This is an optimization exercise on Yosys and OpenROAD, whose aim is a short achievable clock period and few clock cycles, not a production implementation.
Only simulation tests tie the RTL to the original design; equivalence was not proved.

==> flow/design.v <==
module add64 (
    input  wire [63:0] a,
    input  wire [63:0] b,
    input  wire        ci,
    output wire [63:0] s,
    output wire [63:0] c    
);
  wire [63:0] p0 = a ^ b;
  wire [63:0] g0 = a & b;
  wire [63:0] g [0:6];
  wire [63:0] p [0:6];
  assign g[0] = {g0[63:1], g0[0] | (p0[0] & ci)};
  assign p[0] = p0;
  genvar l, i;
  generate
    for (l = 0; l < 6; l = l + 1) begin : lv
      for (i = 0; i < 64; i = i + 1) begin : bt
        if (i >= (1 << l)) begin : c
          assign g[l+1][i] = g[l][i] | (p[l][i] & g[l][i - (1 << l)]);
          assign p[l+1][i] = p[l][i] & p[l][i - (1 << l)];
        end else begin : w
          assign g[l+1][i] = g[l][i];
          assign p[l+1][i] = p[l][i];
        end
      end
    end
  endgenerate
  assign c = {g[6][62:0], ci};
  assign s = p0 ^ c;
endmodule
module y86_pipe (
    input  wire             clk,
    input  wire             rst,
    output wire [63:0] imem_addr,
    input  wire [79:0] imem_data,
    output wire [63:0] dmem_addr,
    output wire [63:0] dmem_wdata,
    output wire             dmem_wen,
    input  wire [63:0] dmem_rdata,
    output wire [2:0] stat
);
  function cond;
    input [3:0] fn;
    input zf, sf, of;
    begin
      case (fn)
        4'H0: cond = 1'b1;
        4'H1:  cond = (sf ^ of) | zf;
        4'H2:   cond = sf ^ of;
        4'H3:   cond = zf;
        4'H4:  cond = ~zf;
        4'H5:  cond = ~(sf ^ of);
        4'H6:   cond = ~(sf ^ of) & ~zf;
        default: cond = 1'b0;
      endcase
    end
  endfunction
  reg  [63:0] pc;
  reg  [63:0] ras;
  reg  [63:0] rf [0:14];
  reg  [14:0] rfv;
  reg  [2:0]  cc;               
  reg  [3:0]  E_ifun;
  reg  [2:0]  E_stat;
  reg  [3:0]  E_dstE, E_dstM;
  reg  [63:0] E_aluA, E_aluB, E_valA, E_pred;
  reg         E_sub, E_and, E_xor, E_ofen, E_op, E_rr, E_popret, E_store, E_memop, E_ret;
  reg  [63:0] M_addr, M_wdata, M_valE, M_pred;
  reg         M_wen, M_ret;
  reg  [3:0]  M_dstE, M_dstM;
  reg  [2:0]  M_stat;
  assign imem_addr  = pc;
  assign dmem_addr  = M_addr;
  assign dmem_wdata = M_wdata;
  assign dmem_wen   = M_wen;
  assign stat       = M_stat;
  wire stop_now = M_stat[2] | M_stat[1];    
  wire retmis = M_ret & (dmem_rdata != M_pred);
  integer k;
  always @(posedge clk) begin
    for (k = 0; k < 15; k = k + 1) begin
      if (M_dstM == k) rf[k] <= dmem_rdata;
      else if (M_dstE == k) rf[k] <= M_valE;
    end
  end
  always @(posedge clk) begin
    if (rst) rfv <= 15'b0;
    else begin
      for (k = 0; k < 15; k = k + 1)
        if (M_dstM == k || M_dstE == k) rfv[k] <= 1'b1;
    end
  end
  wire [63:0] aA = E_aluA ^ {64{E_sub}};
  wire [63:0] aB = E_aluB;
  wire [63:0] sum, carry;
  add64 alu_add (.a(aA), .b(aB), .ci(E_sub), .s(sum), .c(carry));
  wire [63:0] e_valE = E_and ? (aA & aB) : E_xor ? (aA ^ aB) : sum;
  wire [63:0] axb = aA ^ aB;
  wire [63:0] aob = aA | aB;
  wire        z_add = &(~(axb ^ {aob[62:0], E_sub}));
  wire        z_and = ~|(aA & aB);
  wire        z_xor = ~|axb;
  wire        new_zf = E_and ? z_and : E_xor ? z_xor : z_add;
  wire        new_sf = e_valE[63];
  wire        new_of = E_ofen & (aA[63] == aB[63]) & (aA[63] != sum[63]);
  wire        c10 = carry[10];
  wire        hz0 = &(~(axb[63:10] ^ {aob[62:10], 1'b0}));
  wire        hz1 = &(~(axb[63:10] ^ {aob[62:10], 1'b1}));
  wire        sum_hi_zero = c10 ? hz1 : hz0;
  wire        adr_err = E_popret ? (|E_aluB[63:10]) : ~sum_hi_zero;
  wire        e_cnd = cond(E_ifun, cc[2], cc[1], cc[0]);
  wire [3:0]  e_dstE = (E_rr & ~e_cnd) ? 4'HF : E_dstE;
  wire        e_exc_f = (E_stat == 4'H2) | (E_stat == 4'H3) | (E_stat == 4'H4);
  wire        e_exc = e_exc_f | (E_memop & adr_err);
  wire [2:0]  e_code = e_exc_f ? E_stat : 4'H2;
  always @(posedge clk) begin
    if (rst) cc <= 3'b100;
    else if (E_op & ~retmis) cc <= {new_zf, new_sf, new_of};
  end
  always @(posedge clk) begin
    M_addr  <= E_popret ? E_aluB : sum;
    M_wdata <= E_valA;
    M_valE  <= e_valE;
    M_pred  <= E_pred;
    if (rst || retmis) begin
      M_wen  <= 1'b0;
      M_ret  <= 1'b0;
      M_dstE <= 4'HF;
      M_dstM <= 4'HF;
    end else begin
      M_wen  <= E_store & ~adr_err & ~stop_now;
      M_ret  <= E_ret;
      M_dstE <= e_dstE;
      M_dstM <= E_dstM;
    end
    if (rst) M_stat <= 3'd0;
    else if (stop_now) M_stat <= M_stat;
    else if (e_exc & ~retmis) M_stat <= e_code;
    else M_stat <= 4'H1;
  end
  wire        imem_err = |pc[63:10];
  wire [3:0]  f_icode = imem_err ? 4'H1 : imem_data[7:4];
  wire [3:0]  f_ifun  = imem_err ? 4'H0 : imem_data[3:0];
  wire [3:0]  f_rA = imem_data[15:12];
  wire [3:0]  f_rB = imem_data[11:8];
  wire [2:0]  f_stat = imem_err ? 4'H2 : (imem_data[7:4] > 4'hB) ? 4'H3 :
                       (imem_data[7:4] == 4'H0) ? 4'H4 : 4'H1;
  wire f_rr   = f_icode == 4'H2;
  wire f_ir   = f_icode == 4'H3;
  wire f_rm   = f_icode == 4'H4;
  wire f_mr   = f_icode == 4'H5;
  wire f_op   = f_icode == 4'H6;
  wire f_j    = f_icode == 4'H7;
  wire f_call = f_icode == 4'H8;
  wire f_ret  = f_icode == 4'H9;
  wire f_push = f_icode == 4'HA;
  wire f_pop  = f_icode == 4'HB;
  wire [3:0] f_srcA = (f_rr | f_rm | f_op | f_push) ? f_rA : (f_pop | f_ret) ? 4'H4 : 4'HF;
  wire [3:0] f_srcB = (f_op | f_rm | f_mr) ? f_rB : (f_push | f_pop | f_call | f_ret) ? 4'H4 : 4'HF;
  wire [3:0] f_dstE = (f_rr | f_ir | f_op) ? f_rB : (f_push | f_pop | f_call | f_ret) ? 4'H4 : 4'HF;
  wire [3:0] f_dstM = (f_mr | f_pop) ? f_rA : 4'HF;
  wire [63:0] valC_r = imem_data[79:16];    
  wire [63:0] valC_j = imem_data[71:8];     
  wire [63:0] pc1, pc2, pc9, pc10, unused1, unused2, unused9, unused10;
  add64 inc1  (.a(pc), .b(64'd1),  .ci(1'b0), .s(pc1),  .c(unused1));
  add64 inc2  (.a(pc), .b(64'd2),  .ci(1'b0), .s(pc2),  .c(unused2));
  add64 inc9  (.a(pc), .b(64'd9),  .ci(1'b0), .s(pc9),  .c(unused9));
  add64 inc10 (.a(pc), .b(64'd10), .ci(1'b0), .s(pc10), .c(unused10));
  wire [63:0] f_valP = (f_rr | f_op | f_push | f_pop) ? pc2 :
                       (f_ir | f_rm | f_mr) ? pc10 :
                       (f_j | f_call) ? pc9 : pc1;
  wire [63:0] rf_m [0:15];
  genvar g;
  generate
    for (g = 0; g < 15; g = g + 1) begin : rdm
      assign rf_m[g] = rf[g] & {64{rfv[g]}};
    end
  endgenerate
  assign rf_m[15] = 64'b0;
  wire [63:0] rvA = (f_pop | f_ret) ? rf_m[4'H4] : rf_m[f_rA];
  wire [63:0] rvB = (f_push | f_pop | f_call | f_ret) ? rf_m[4'H4] : rf_m[f_rB];
  wire [63:0] valA = (f_srcA == e_dstE) ? e_valE :
                     (f_srcA == M_dstM) ? dmem_rdata :
                     (f_srcA == M_dstE) ? M_valE : rvA;
  wire [63:0] valB = (f_srcB == e_dstE) ? e_valE :
                     (f_srcB == M_dstM) ? dmem_rdata :
                     (f_srcB == M_dstE) ? M_valE : rvB;
  wire stall = (E_dstM != 4'HF) & ((E_dstM == f_srcA) | (E_dstM == f_srcB));
  wire [2:0] flags = E_op ? {new_zf, new_sf, new_of} : cc;
  wire       taken = cond(f_ifun, flags[2], flags[1], flags[0]);
  always @(posedge clk) begin
    if (rst) pc <= 64'b0;
    else if (retmis) pc <= dmem_rdata;
    else if (stall) pc <= pc;
    else if (f_ret) pc <= ras;
    else if (f_call | (f_j & taken)) pc <= valC_j;
    else pc <= f_valP;
    if (rst) ras <= 64'b0;
    else if (~retmis & ~stall & f_call) ras <= f_valP;
  end
  always @(posedge clk) begin
    E_aluA <= (f_rr | f_op) ? valA : (f_ir | f_rm | f_mr) ? valC_r :
              (f_call | f_push) ? 64'hfffffffffffffff8 : (f_ret | f_pop) ? 64'd8 : 64'd0;
    E_aluB <= (f_rm | f_mr | f_op | f_call | f_push | f_ret | f_pop) ? valB : 64'd0;
    E_valA <= f_call ? f_valP : valA;
    E_pred <= ras;
    E_ifun <= f_ifun;
    if (rst || retmis || stall) begin
      E_stat   <= 3'd0;
      E_dstE   <= 4'HF;
      E_dstM   <= 4'HF;
      E_sub    <= 1'b0;
      E_and    <= 1'b0;
      E_xor    <= 1'b0;
      E_ofen   <= 1'b0;
      E_op     <= 1'b0;
      E_rr     <= 1'b0;
      E_popret <= 1'b0;
      E_store  <= 1'b0;
      E_memop  <= 1'b0;
      E_ret    <= 1'b0;
    end else begin
      E_stat   <= f_stat;
      E_dstE   <= f_dstE;
      E_dstM   <= f_dstM;
      E_sub    <= f_op & (f_ifun == 4'H1);
      E_and    <= f_op & (f_ifun == 4'H2);
      E_xor    <= f_op & (f_ifun == 4'H3);
      E_ofen   <= f_op & ((f_ifun == 4'H0) | (f_ifun == 4'H1));
      E_op     <= f_op;
      E_rr     <= f_rr;
      E_popret <= f_pop | f_ret;
      E_store  <= f_rm | f_push | f_call;
      E_memop  <= f_rm | f_mr | f_push | f_pop | f_call | f_ret;
      E_ret    <= f_ret;
    end
  end
endmodule
==> flow/run.sh <==
#!/bin/bash
# synth_recipe.tcl (not shown) runs the flow's synth.tcl, then flattens the netlist and writes it again
# the make line also repeats each setting of config.mk as NAME=value (left out here)
make -C /OpenROAD-flow-scripts/flow DESIGN_CONFIG=/design/flow/config.mk WORK_HOME=/design/flow/orfs CLKGATE_MAP_FILE= SYNTH_SCRIPT=/design/flow/synth_recipe.tcl finish
==> flow/config.mk <==
export PLATFORM = sky130hd
export DESIGN_NAME = y86_pipe
export DESIGN_NICKNAME = y86_pipe
export VERILOG_FILES = /design/flow/design.v
export SDC_FILE = /design/flow/constraint.sdc
export NUM_CORES = 4
export LEC_CHECK = 0
export CAP_MARGIN = 20
export CORE_MARGIN = 2
export CORE_UTILIZATION = 30
export SETUP_SLACK_MARGIN = 5
export SLEW_MARGIN = 20
==> flow/constraint.sdc <==
create_clock -name core_clock -period 9.0 [get_ports {clk}]
set_input_delay 1.8000 -clock core_clock [delete_from_list [all_inputs] [get_ports {clk}]]
set_output_delay 1.8000 -clock core_clock [all_outputs]
set_load 0.01 [all_outputs]
==> flow_summary_export.csv <==
group,metric,value,unit
run_status,status,"complete, but fails checks",
run_status,failed_checks,"antenna rules",
yosys,async_reset_ff_share,0,%
yosys,ys_seq_elements,1656,
worst_setup_path,crit_path_max_fanout,7,
timing,fin_skew,111,ps
worst_setup_path,rr_endpoint,"pc[0]",
min_path,holdCritPathClass,"flip-flop to flip-flop",
routing,drc,0,
floorplan,die_area,310000,um2
global_route,track_usage,37.5,%
timing,post-route-min-period,4890,ps
clocking,cts.clk_slew.worst_paths,70,ps
cells_and_area,drive_above_1_share,32.8,%
clocking,cts_tree,"yes",
floorplan,ioPinCount,342,
global_route,overflow,0,
timing,fin_crit_sh,54.4,%
yosys,yosysMostFrequentCell,"mux2_2",
global_route,antenna_found_initial,94,
yosys,synth_sequential_area_ratio,46.6,%
clocking,clk_path_buf_depth,4,
global_route,grt_max_degree,78,
timing,finalSetupTns,0,ps
timing,slew_violations,0,
worst_setup_path,crit_type,"flip-flop to flip-flop",
floorplan,row_count,203,
yosys,ys_warn_count,3,
worst_setup_path,worst_ep_arrival_time,5730,ps
worst_setup_path,crit_end,"pc[0]",
clocking,clk_latency,950,ps
placed_design,place.gp.congestion,1.06,
timing,rsz0062_at_grt,"true",
floorplan,die_x,557,um
worst_setup_path,r2r_start,"E_sub",
clocking,numCtsBuffers,188,
timing,max_freq,204,MHz
yosys,ys_top_cells_by_area,"edfxtp_1 (31%), dfxtp_1 (15%), mux2_2 (12%), nand3_1 (4.1%), nand2_1 (3.8%)",
routing,wl,623,mm
timing,hold_viol_final,0,
floorplan,initial_utilization,30.1,%
routing,vias_per_cell,7.09,
timing,setup_viol,0,
routing,initialDrtViolationCount,23800,
flow_run,drv_cap,0,
routing,wl_per_cell,43.2,um
worst_setup_path,endpoint_kind,"flip-flop",
yosys,yosys-top-cells-count,"mux2_2 (1005), edfxtp_1 (960), nand2_1 (937)",
yosys,netlist_instances,9480,
global_route,met2_usage,48.0,%
floorplan,fp.coreArea,305000,um2
yosys,synth_fp_nets,9756,
cells_and_area,layout.cells.non_filler,14400,
routing,num_vias,102000,
worst_setup_path,rrSetupSlack,4110,ps
cells_and_area,nets,10300,
timing,tightestPinTransition,1400,ps
timing,max-slew-margin-rel,5.72,%
yosys,synth-main-ff-cell,"edfxtp_1",
yosys,syn_avg_cell_area,9.67,um2
routing,final_antenna_net_count,1,
cells_and_area,area_growth,33.6,%
placed_design,io_buffers,341,
worst_setup_path,startpoint_type,"flip-flop",
worst_setup_path,r2r.worst_path.cells,22,
floorplan,die_h,557,um
routing,drtPass1Iterations,17,
yosys,synth_edf_count,960,
global_route,top_usage_layer,"met2",
clocking,h-tree-depth,4,
clocking,cts_root_buf,"clkbuf_16",
clocking,cts.sinks,1656,
global_route,use_met1,43.9,%
worst_setup_path,crit_start,"E_sub",
yosys,ys_types,94,
worst_setup_path,required,9830,ps
yosys,synth_top_cell_by_area,"edfxtp_1",
yosys,synth_top_area_share,31.4,%
placed_design,placedCellCount,13300,
global_route,grt_use_met3,22.4,%
global_route,grt_pass1_vias,90500,
global_route,grt_pass1_wl,798,mm
placed_design,dp.final_hpwl,363,mm
yosys,netlist_area,91700,um2
worst max-delay path, cell delays in order, from the launching register on:
cell,delay [ps]
dfxtp_4,370
buf_12,160
buf_16,160
buf_12,150
xor2_4,170
inv_2,70
ha_4,260
a21o_1,150
a21o_1,190
o41ai_2,400
a21oi_2,180
o2111a_2,400
buf_6,170
buf_6,110
o21ai_4,160
nand3_4,130
and3_4,220
o31ai_4,310
a41oi_4,190
buf_12,200
buf_12,120
and2_4,170
a221o_1,320
metal layers:
layer	share of wire, %	wire [um]
met1	33	208000
met2	36	227000
met3	19	116000
met4	11	70000
met5	0.29	1830
layout by cell type (no fill, tap or decap), drive strengths merged, types with 27 or more instances in the layout:
cell	n
nor3	136
a21oi	360
edfxtp	960
nand3	749
a211oi	137
a21o	66
clkdlybuf4s50	288
o211ai	111
nor4	135
nand4	172
o2111ai	70
xnor2	175
a221o	27
and2	80
o22ai	296
mux2	1005
o21ai	466
a221oi	38
dfxtp	696
xor2	205
nor2	579
nand2b	35
diode	154
clkinv	54
inv	185
o221ai	36
buf	944
clkbuf	274
ha	129
mux2i	51
a311oi	113
and3	94
nand2	944
a31oi	198
worst min-delay path by stage:
stage	start	endpoint	slack [ps]	depth (start not counted)
after floorplan	E_pred[0]	M_pred[0]	310	0
after global placement	E_pred[17]	M_pred[17]	310	0
after detailed placement	E_pred[10]	M_pred[10]	310	0
after CTS	E_pred[17]	M_pred[17]	320	0
after global routing	E_pred[4]	M_pred[4]	330	0
final	E_pred[17]	M_pred[17]	320	0
cell families (layout without fill, tap and decap cells):
| logic type | Yosys count | after routing | share of synthesized area (%) |
|---|---|---|---|
| simple gates | 3015 | 3028 | 15.4 |
| fa+ha+maj | 130 | 130 | 1.78 |
| compound gates | 2096 | 2099 | 14.9 |
| buf+inv | 1147 | 1828 | 4.79 |
| other cells | 0 | 154 | 0 |
| xor+xnor | 380 | 380 | 3.63 |
| flops | 1656 | 1656 | 46.6 |
| mux | 1056 | 1056 | 12.9 |
sequential cells by signal (all words and copies together) (netlist names), 15 cells and up:
register / flops
E_aluA: 64
E_aluB: 64
E_pred: 64
E_valA: 64
M_addr: 64
M_pred: 64
M_valE: 64
M_wdata: 64
pc: 64
ras: 64
rf: 960
rfv: 15
per-stage QoR:
stage	utilization, %	instance area (um2)	worst slack, ps	hold slack, ps
3_5_place_dp	33.0	101000	2050	312
5_1_grt	40.1	122000	4040	327
2_1_floorplan	-	93000	4590	310
6_report	40.2	123000	4110	321
4_1_cts	38.2	117000	4190	323
3_3_place_gp	33.0	101000	2060	310
what timing repair did:
| item | in CTS | in global routing |
|---|---|---|
| hold buffers | 0 | 0 |
| pin swaps | 292 | 292 |
| buffers inserted | 360 | 239 |
| endpoints found under the setup margin | 614 | 620 |
| hold endpoints to repair | 0 | 0 |
| resized for setup | 1190 | 656 |
| gates cloned | 50 | 22 |
final cells by class:
class                           count  area, um2
Multi-Input combinational cell   6693      52600
Fill cell                       29300     182000
Timing Repair Buffer             1311      14700
Sequential cell                  1656      42900
Timing Repair inverter              1       7.51
Tap cell                         4100       5130
Clock inverter                     91        983
Clock buffer                      248       5230
Inverter                          177        668
Antenna cell                      154        385
Testbench counts, summed over its fixed seeds: cycles 190,104.

[separate check: timing with driven ports]
The flow's constraints put no driver on any port. The routed layout listed below was extracted and timed again, unchanged, in two steps.
Step 1 (the two cells are an assumption about what drives the block):
set clk [get_ports {clk}]
set_driving_cell -lib_cell sky130_fd_sc_hd__clkbuf_16 $clk
set_driving_cell -lib_cell sky130_fd_sc_hd__buf_2 [delete_from_list [all_inputs] $clk]
Step 2 also shifts input and output timing later by t, the mid clock arrival at the registers, as if the neighbouring blocks saw the same clock.
a / b / c = ideal / step 1 / step 2; a / b = the first two.
shift t [ns]: 1.002
setup slack, ns: 4.108 / 4.108 / 3.418
hold slack, ns: 0.321 / 0.321 / 0.321
The setup slack of this run moves by 0.000 ns with the drivers and by -0.690 ns with both steps.
